From an optimization exercise on the open Yosys and OpenROAD flow, aimed at small area, a short achievable clock period and few clock cycles; shortcuts taken in it are not production practice.
The RTL was checked by simulation tests, not by an equivalence proof against the original design.
Power is estimated from default activity; no workload was simulated.

[config.mk]
export PLATFORM = sky130hd
export DESIGN_NAME = FemtoRV32
export DESIGN_NICKNAME = FemtoRV32
export VERILOG_FILES = /design/flow/design.v
export SDC_FILE = /design/flow/constraint.sdc
export NUM_CORES = 4
export LEC_CHECK = 0
export CAP_MARGIN = 20
export CORE_MARGIN = 2
export CORE_UTILIZATION = 30
export PLACE_DENSITY = 0.5
export SLEW_MARGIN = 20
[constraint.sdc]
create_clock -name core_clock -period 10.0 [get_ports {clk}]
set_input_delay 2.0000 -clock core_clock [delete_from_list [all_inputs] [get_ports {clk}]]
set_output_delay 2.0000 -clock core_clock [all_outputs]
set_load 0.01 [all_outputs]
[design.v]
module FemtoRV32(
   input 	 clk,
   output [31:0] mem_addr,   
   output [31:0] mem_wdata,  
   output [3:0]  mem_wmask,  
   input [31:0]  mem_rdata,  
   output 	 mem_rstrb,  
   input 	 mem_rbusy,  
   input 	 mem_wbusy,  
   input 	 reset       
);
   parameter RESET_ADDR       = 32'h00000000;
   parameter ADDR_WIDTH       = 32;
 wire [4:0] rdId = instr[11:7];
 (* onehot *)
 wire [7:0] funct3Is = 8'b00000001 << instr[14:12];
 wire [31:0] Uimm = {    instr[31],   instr[30:12], {12{1'b0}}};
 wire [31:0] Iimm = {{21{instr[31]}}, instr[30:20]};
 /*verilator lint_off UNUSED*/  
 wire [31:0] Simm = {{21{instr[31]}}, instr[30:25],instr[11:7]};
 wire [31:0] Bimm = {{20{instr[31]}}, instr[7],instr[30:25],instr[11:8],1'b0};
 wire [31:0] Jimm = {{12{instr[31]}}, instr[19:12],instr[20],instr[30:21],1'b0};
 /*verilator lint_on UNUSED*/
   wire isLoad    =  (instr[6:2] == 5'b00000);  
   wire isALUimm  =  (instr[6:2] == 5'b00100);  
   wire isStore   =  (instr[6:2] == 5'b01000);  
   wire isALUreg  =  (instr[6:2] == 5'b01100);  
   wire isSYSTEM  =  (instr[6:2] == 5'b11100);  
   wire isJAL     =  instr[3];  
   wire isJALR    =  (instr[6:2] == 5'b11001);  
   wire isLUI     =  (instr[6:2] == 5'b01101);  
   wire isAUIPC   =  (instr[6:2] == 5'b00101);  
   wire isBranch  =  (instr[6:2] == 5'b11000);  
   wire isALU = isALUimm | isALUreg;
   reg [31:0] rs1;
   reg [31:0] rs2;
   (* no_rw_check *)
   reg [31:0] registerFile [31:0];
   always @(posedge clk) begin
     if (writeBack)
       if (rdId != 0)
         registerFile[rdId] <= writeBackData;
   end
   wire [31:0] aluIn1 = rs1;
   wire [31:0] aluIn2 = isALUreg | isBranch ? rs2 : Iimm;
   reg  [31:0] aluReg;        
   reg  [4:0]  aluShamt;      
   wire aluBusy = |aluShamt;  
   wire aluWr;                
   wire [31:0] aluPlus = aluIn1 + aluIn2;
   wire [32:0] aluMinus = {1'b1, ~aluIn2} + {1'b0,aluIn1} + 33'b1;
   wire        LT  = (aluIn1[31] ^ aluIn2[31]) ? aluIn1[31] : aluMinus[32];
   wire        LTU = aluMinus[32];
   wire        EQ  = (aluMinus[31:0] == 0);
   wire [31:0] aluOut =
     (funct3Is[0]  ? instr[30] & instr[5] ? aluMinus[31:0] : aluPlus : 32'b0) |
     (funct3Is[2]  ? {31'b0, LT}                                     : 32'b0) |
     (funct3Is[3]  ? {31'b0, LTU}                                    : 32'b0) |
     (funct3Is[4]  ? aluIn1 ^ aluIn2                                 : 32'b0) |
     (funct3Is[6]  ? aluIn1 | aluIn2                                 : 32'b0) |
     (funct3Is[7]  ? aluIn1 & aluIn2                                 : 32'b0) |
     (funct3IsShift ? aluReg                                         : 32'b0) ;
   wire funct3IsShift = funct3Is[1] | funct3Is[5];
   always @(posedge clk) begin
      if(aluWr) begin
         if (funct3IsShift) begin   
	    aluReg <= aluIn1;
	    aluShamt <= aluIn2[4:0];
	 end
      end
      if (|aluShamt) begin
         aluShamt <= aluShamt - 1;
	 aluReg <= funct3Is[1] ? aluReg << 1 :               
		   {instr[30] & aluReg[31], aluReg[31:1]};   
      end
      if(!reset) aluShamt <= 5'b0;
   end
   wire predicate =
        funct3Is[0] &  EQ  |  
        funct3Is[1] & !EQ  |  
        funct3Is[4] &  LT  |  
        funct3Is[5] & !LT  |  
        funct3Is[6] &  LTU |  
        funct3Is[7] & !LTU ;  
   reg  [ADDR_WIDTH-1:0] PC;  
   reg  [31:2] instr;         
   wire [ADDR_WIDTH-1:0] PCplus4 = PC + 4;
   wire [ADDR_WIDTH-1:0] PCplusImm = PC + ( instr[3] ? Jimm[ADDR_WIDTH-1:0] :
					    instr[4] ? Uimm[ADDR_WIDTH-1:0] :
					               Bimm[ADDR_WIDTH-1:0] );
   wire [ADDR_WIDTH-1:0] loadstore_addr = rs1[ADDR_WIDTH-1:0] +
		   (instr[5] ? Simm[ADDR_WIDTH-1:0] : Iimm[ADDR_WIDTH-1:0]);
   /*verilator lint_off WIDTH*/
   assign mem_addr = state[WAIT_INSTR_bit] | state[FETCH_INSTR_bit] ?
		     PC : loadstore_addr ;
   wire [31:0] writeBackData  =
      (isSYSTEM            ? cycles     : 32'b0) |   
      (isLUI               ? Uimm       : 32'b0) |   
      (isALU               ? aluOut     : 32'b0) |   
      (isAUIPC             ? PCplusImm  : 32'b0) |   
      (isJALR   | isJAL    ? PCplus4    : 32'b0) |   
      (isLoad              ? LOAD_data  : 32'b0) ;   
   /*verilator lint_on WIDTH*/
   wire mem_byteAccess     = instr[13:12] == 2'b00;  
   wire mem_halfwordAccess = instr[13:12] == 2'b01;  
   wire LOAD_sign =
	!instr[14] & (mem_byteAccess ? LOAD_byte[7] : LOAD_halfword[15]);
   wire [31:0] LOAD_data =
         mem_byteAccess ? {{24{LOAD_sign}},     LOAD_byte} :
     mem_halfwordAccess ? {{16{LOAD_sign}}, LOAD_halfword} :
                          mem_rdata ;
   wire [15:0] LOAD_halfword =
	       loadstore_addr[1] ? mem_rdata[31:16] : mem_rdata[15:0];
   wire  [7:0] LOAD_byte =
	       loadstore_addr[0] ? LOAD_halfword[15:8] : LOAD_halfword[7:0];
   assign mem_wdata[ 7: 0] = rs2[7:0];
   assign mem_wdata[15: 8] = loadstore_addr[0] ? rs2[7:0]  : rs2[15: 8];
   assign mem_wdata[23:16] = loadstore_addr[1] ? rs2[7:0]  : rs2[23:16];
   assign mem_wdata[31:24] = loadstore_addr[0] ? rs2[7:0]  :
			     loadstore_addr[1] ? rs2[15:8] : rs2[31:24];
   wire [3:0] STORE_wmask =
	      mem_byteAccess      ?
	            (loadstore_addr[1] ?
		          (loadstore_addr[0] ? 4'b1000 : 4'b0100) :
		          (loadstore_addr[0] ? 4'b0010 : 4'b0001)
                    ) :
	      mem_halfwordAccess ?
	            (loadstore_addr[1] ? 4'b1100 : 4'b0011) :
              4'b1111;
   localparam FETCH_INSTR_bit     = 0;
   localparam WAIT_INSTR_bit      = 1;
   localparam EXECUTE_bit         = 2;
   localparam WAIT_ALU_OR_MEM_bit = 3;
   localparam NB_STATES           = 4;
   localparam FETCH_INSTR     = 1 << FETCH_INSTR_bit;
   localparam WAIT_INSTR      = 1 << WAIT_INSTR_bit;
   localparam EXECUTE         = 1 << EXECUTE_bit;
   localparam WAIT_ALU_OR_MEM = 1 << WAIT_ALU_OR_MEM_bit;
   (* onehot *)
   reg [NB_STATES-1:0] state;
   wire writeBack = ~(isBranch | isStore ) &
	            (state[EXECUTE_bit] | state[WAIT_ALU_OR_MEM_bit]);
   assign mem_rstrb = state[EXECUTE_bit] & isLoad | state[FETCH_INSTR_bit];
   assign mem_wmask = {4{state[EXECUTE_bit] & isStore}} & STORE_wmask;
   assign aluWr = state[EXECUTE_bit] & isALU;
   wire jumpToPCplusImm = isJAL | (isBranch & predicate);
   wire needToWait = isLoad | isStore | isALU & funct3IsShift;
   always @(posedge clk) begin
      if(!reset) begin
         state      <= WAIT_ALU_OR_MEM;  
         PC         <= RESET_ADDR[ADDR_WIDTH-1:0];
      end else
      case(1'b1)
        state[WAIT_INSTR_bit]: begin
           if(!mem_rbusy) begin  
              rs1 <= (mem_rdata[19:15] == 5'd0) ? 32'b0 : registerFile[mem_rdata[19:15]];
              rs2 <= (mem_rdata[24:20] == 5'd0) ? 32'b0 : registerFile[mem_rdata[24:20]];
              instr <= mem_rdata[31:2];  
              state <= EXECUTE;          
           end
        end
        state[EXECUTE_bit]: begin
           PC <= isJALR          ? {aluPlus[ADDR_WIDTH-1:1],1'b0} :
                 jumpToPCplusImm ? PCplusImm :
                 PCplus4;
	   state <= needToWait ? WAIT_ALU_OR_MEM : FETCH_INSTR;
        end
        state[WAIT_ALU_OR_MEM_bit]: begin
           if(!aluBusy & !mem_rbusy & !mem_wbusy) state <= FETCH_INSTR;
        end
        default: begin  
          state <= WAIT_INSTR;
        end
      endcase
   end
   reg [31:0]  cycles;
   always @(posedge clk) cycles <= !reset ? 0 : cycles + 1;
endmodule
[run.sh]
#!/bin/bash
# synth_recipe.tcl (not shown) runs the flow's synth.tcl, then flattens the netlist and writes it again
# the make line also repeats each setting of config.mk as NAME=value (left out here)
make -C /OpenROAD-flow-scripts/flow DESIGN_CONFIG=/design/flow/config.mk WORK_HOME=/design/flow/orfs CLKGATE_MAP_FILE= SYNTH_SCRIPT=/design/flow/synth_recipe.tcl finish
==> impl_summary.log <==
INFO  metric status = timing/DRC/antenna clean
INFO  metric tritoncts_clock_tree = built
INFO  metric max_cap_violations = 0
INFO  metric cts.sink_count = around 1200
INFO  metric cp_top_family = compound AO/OA/AOI/OAI gates
INFO  metric final-hold-violation-count = 0
INFO  metric cts.repair_timing.setup_buffer_count = 0
INFO  metric die_height = around 470 um
INFO  metric post_drt_via_cell_ratio = 5.69
INFO  metric power-per-cell-area = approximately 170 mW/mm^2
INFO  metric synth.avg_cell_area = 15.1 sq um
INFO  metric synth.area.top_cells = edfxtp_1 (52%), mux4_2 (22%), ha_1 (3.0%)
INFO  metric cts.repair.resized = 0
INFO  metric layout.core_utilization = 34.5%
INFO  metric hold_depth = 1
INFO  metric numCtsBuffers = 140
INFO  metric initial_antenna_violation_count = 7
INFO  metric cp_cell_instances = mux2_2 > ha_1 > fa_2 > a21o_1 > a21o_1 > a2111oi_0 > o21bai_1 > a41oi_1 > o21ai_0 > a21oi_1 > nor2_1 > o41a_1 > a21o_1 > a21oi_1 > xor2_1 > o21ai_0 > clkdlybuf4s50_1
INFO  metric groute.usage.overall = a little over a fifth
INFO  metric hold_path_sink = aluShamt[0]
INFO  metric remaining_drc_errors = 0
INFO  metric maxClockFrequency = approximately 0.12 GHz
INFO  metric worst_hold_path_type = reg2reg
INFO  metric antenna_left = 0
INFO  metric synthDominantCellAreaShare = between 50 and 60%
INFO  metric timing.clock.skew = 40.9 ps
INFO  metric crit_path_max_incr_delay = approximately 780 ps
INFO  metric clkSlewWorstSetupHoldPaths = ~60 ps
INFO  metric placed_cell_area = roughly 0.071 sq mm
INFO  metric total_die_area = ~0.23 sq mm
INFO  metric final_net_count = ~4700
INFO  metric postCtsHoldBufs = 0
INFO  metric clock_insertion_delay_worst_skew = around 800 ps
INFO  metric critPathLaunchType = flop
INFO  metric route.final.wire_length = 246000 um
INFO  metric postSynthRegisterBits = about 1200
INFO  metric floorplan.die.width = about 470 um
INFO  metric timing.critical_path.buf_inv = 1
INFO  metric synthArstFlopShare = 0%
INFO  metric holdCritStartpoint = aluShamt[0]
INFO  metric io-pin-count = roughly 110
INFO  metric drive_above_1_share = between 20% and 30%
INFO  metric cpMostUsedCell = a21o_1
INFO  metric criticalPathCategory = reg2out
INFO  metric dpl.hpwl = 157000 um
INFO  metric grt_pass1_vias = between 40000 and 50000
INFO  metric syn_to_final_growth = 14.1%
INFO  metric port_buffers = about 100
INFO  metric routabilityCongestion = 0.990
INFO  metric setup.worst_path.end_class = primary output
INFO  metric final_setup_tns = 0 ps
INFO  metric final-max-slew-violation-count = 0
INFO  metric grt.overflow.total = 0
INFO  metric power_leakage = roughly 25 nW
INFO  metric yosysWarningCount = 1
INFO  metric reg2reg_end = PC[11]
INFO  metric site_rows = between 150 and 200
INFO  metric synth_edf_count = around 1200
INFO  metric synth_sequential_area_ratio = 54.2%
INFO  metric setup_violations = 0
INFO  metric initial_utilization = between 30 and 40%
INFO  metric critical_path_peak_fanout = 19
INFO  metric synth_top_flop_cell = edfxtp_1
INFO  metric worst_ep_required_time = 8000 ps
INFO  metric detail_route.wl_per_cell = around 33 um
INFO  metric cts_buffer_depth = 3
INFO  metric post-synth-top-area-cell = edfxtp_1
INFO  metric worstRegToRegCells = 20
INFO  metric netlist_instances = roughly 4400
INFO  metric synth_cell_type_count = between 90 and 100
INFO  metric syn_area = roughly 0.066 sq mm
INFO  metric max-slew-margin-rel = approximately a fifth
INFO  metric ctsHtreeMaxLevel = 4
INFO  metric clk_root_buffer_cell = clkbuf_16
INFO  metric reg2reg_from = instr[5]
INFO  metric grt_start_max_net_pins = 108
INFO  metric synth.cells.most_frequent = edfxtp_1 (1150), mux4_2 (641), nand2_1 (290)
INFO  metric core_area = between 0.2 and 0.25 sq mm
INFO  metric worst_ir_drop_vdd = ~130 uV
INFO  metric final.min_clock_period = between 8000 and 9000 ps
INFO  metric worst-r2r-setup-slack = around 2600 ps
INFO  metric final_critical_path_share_of_the_clock_period = a little under nine tenths
INFO  metric drt_iter0_markers = between 4000 and 5000
INFO  metric worst_slew_pin_slew = 1200 ps
INFO  metric finalHoldWorstSlack = approximately 500 ps
INFO  metric rsz0062_at_grt = false
INFO  metric drt-pass1-iter-count = 6
INFO  metric critical_path_arrival = 6510 ps
INFO  metric detailroute.via_count = approximately 43000
INFO  metric global_route_wire_length_before_repair = about 340000 um
INFO  metric yosysMostFrequentCell = edfxtp_1
INFO  metric cell_with_the_largest_stage_delay_on_the_worst_path = edfxtp_1
INFO  metric postLayoutCellArea = roughly 0.076 sq mm
## flip-flops by register name, summed over array words and instances, names as in the netlist
name,flops
PC,31
rs1,32
instr,30
state,4
registerFile,1024
cycles,32
rs2,32
aluReg,32
aluShamt,5
## kinds of logic (layout without fill, tap and decap cells)
kind of cell             count (synthesis)  count (layout)  synth area share, %
multiplexers                           787             787                 24.0
other                                    1              34              0.00565
flip-flops                            1222            1222                 54.2
adder cells (fa/ha/maj)                164             164                 3.13
XOR/XNOR                               180             180                 2.37
AO/OA/AOI/OAI                          759             759                 7.72
AND/OR/NAND/NOR                        876             876                 6.05
buffers and inverters                  421             582                 2.55
## stage by stage
step	setup slack, ps	std cells	total power [mW]
2_1_floorplan	2980	4441	7.10
3_3_place_gp	2210	7315	7.84
3_5_place_dp	2330	7315	7.85
4_1_cts	1430	7560	12.8
5_1_grt	1010	7560	13.1
6_report	1490	7562	12.7
## placed cells by master (no fill, tap or decap), types with 21 or more instances in the layout
| cell | n |
|---|---|
| a21o_1 | 89 |
| a21oi_1 | 135 |
| a221o_1 | 23 |
| a221oi_1 | 29 |
| a22oi_1 | 24 |
| a31oi_1 | 47 |
| and2_1 | 56 |
| buf_4 | 114 |
| clkbuf_1 | 40 |
| clkbuf_16 | 142 |
| clkdlybuf4s50_1 | 94 |
| clkinv_1 | 21 |
| conb_1 | 32 |
| dfxtp_1 | 72 |
| edfxtp_1 | 1150 |
| ha_1 | 160 |
| inv_1 | 112 |
| mux2_2 | 38 |
| mux2i_1 | 107 |
| mux4_2 | 641 |
| nand2_1 | 287 |
| nand2b_1 | 27 |
| nand3_1 | 47 |
| nand4_1 | 23 |
| nor2_1 | 247 |
| nor2_4 | 34 |
| nor2b_1 | 23 |
| nor3_1 | 38 |
| o21ai_0 | 162 |
| xnor2_1 | 131 |
| xor2_1 | 49 |
## report_power, final
part	leakage, nW	switching (mW)	internal [mW]	total (mW)
logic	12.0	1.09	0.715	1.81
clock network	2.08	2.16	2.80	4.97
registers	11.3	0.150	5.79	5.94
total	25.3	3.40	9.31	12.7
## area by class of cell
type / count / area (sq um)
timing repair buffer: 221 / 2020
inverter: 116 / 435
antenna: 2 / 5.00
tap: 2958 / 3700
sequential: 1222 / 36000
clock buffer: 182 / 3700
fill: 21300 / 144000
clock inverter: 63 / 614
multi-input combinational: 2798 / 29400
## how the worst max path moves through the flow
stage	startpoint	end	cells after the start
2_1_floorplan	reset	instr[10]	4
3_3_place_gp	instr[5]	mem_addr[26]	17
3_5_place_dp	instr[5]	mem_addr[26]	17
4_1_cts	instr[5]	mem_addr[26]	17
5_1_grt	instr[5]	mem_addr[26]	17
6_report	instr[5]	mem_addr[26]	17
## metal layers
layer	vias to the layer above	GRT usage [%]	part of all wire [%]
met2	1826	34.3	46
met3	361	3.06	7.0
met5	-	0	0.011
met4	2	8.63	4.3
li1	18000	-	-
met1	22900	29.8	42
Testbench counts, summed over its fixed seeds: cycles 269,672.

[re-timing with driven ports]
In the flow no input, the clock included, has a driving cell. The finished layout below was timed again as built, in two steps.
Step 1 (the two cells are an assumption about what drives the block):
set clk [get_ports {clk}]
set_driving_cell -lib_cell sky130_fd_sc_hd__clkbuf_16 $clk
set_driving_cell -lib_cell sky130_fd_sc_hd__buf_2 [delete_from_list [all_inputs] $clk]
Step 2 moves the port delays by t, midway between the first and last clock arrival at a register: inputs arrive t later, outputs are due t later. That takes back most of the time a late clock gives input paths.
a / b / c = ideal ports / drivers / drivers and shift; a / b = the first two.
t, ns: 0.881
slack for setup (ns): 1.491 / 1.411 / 2.292
worst hold slack (ns): 0.497 / 0.497 / 0.497
After both steps this run still meets setup and hold. For this run, drivers alone change the setup slack by -0.080 ns; drivers and shift together by +0.801 ns.
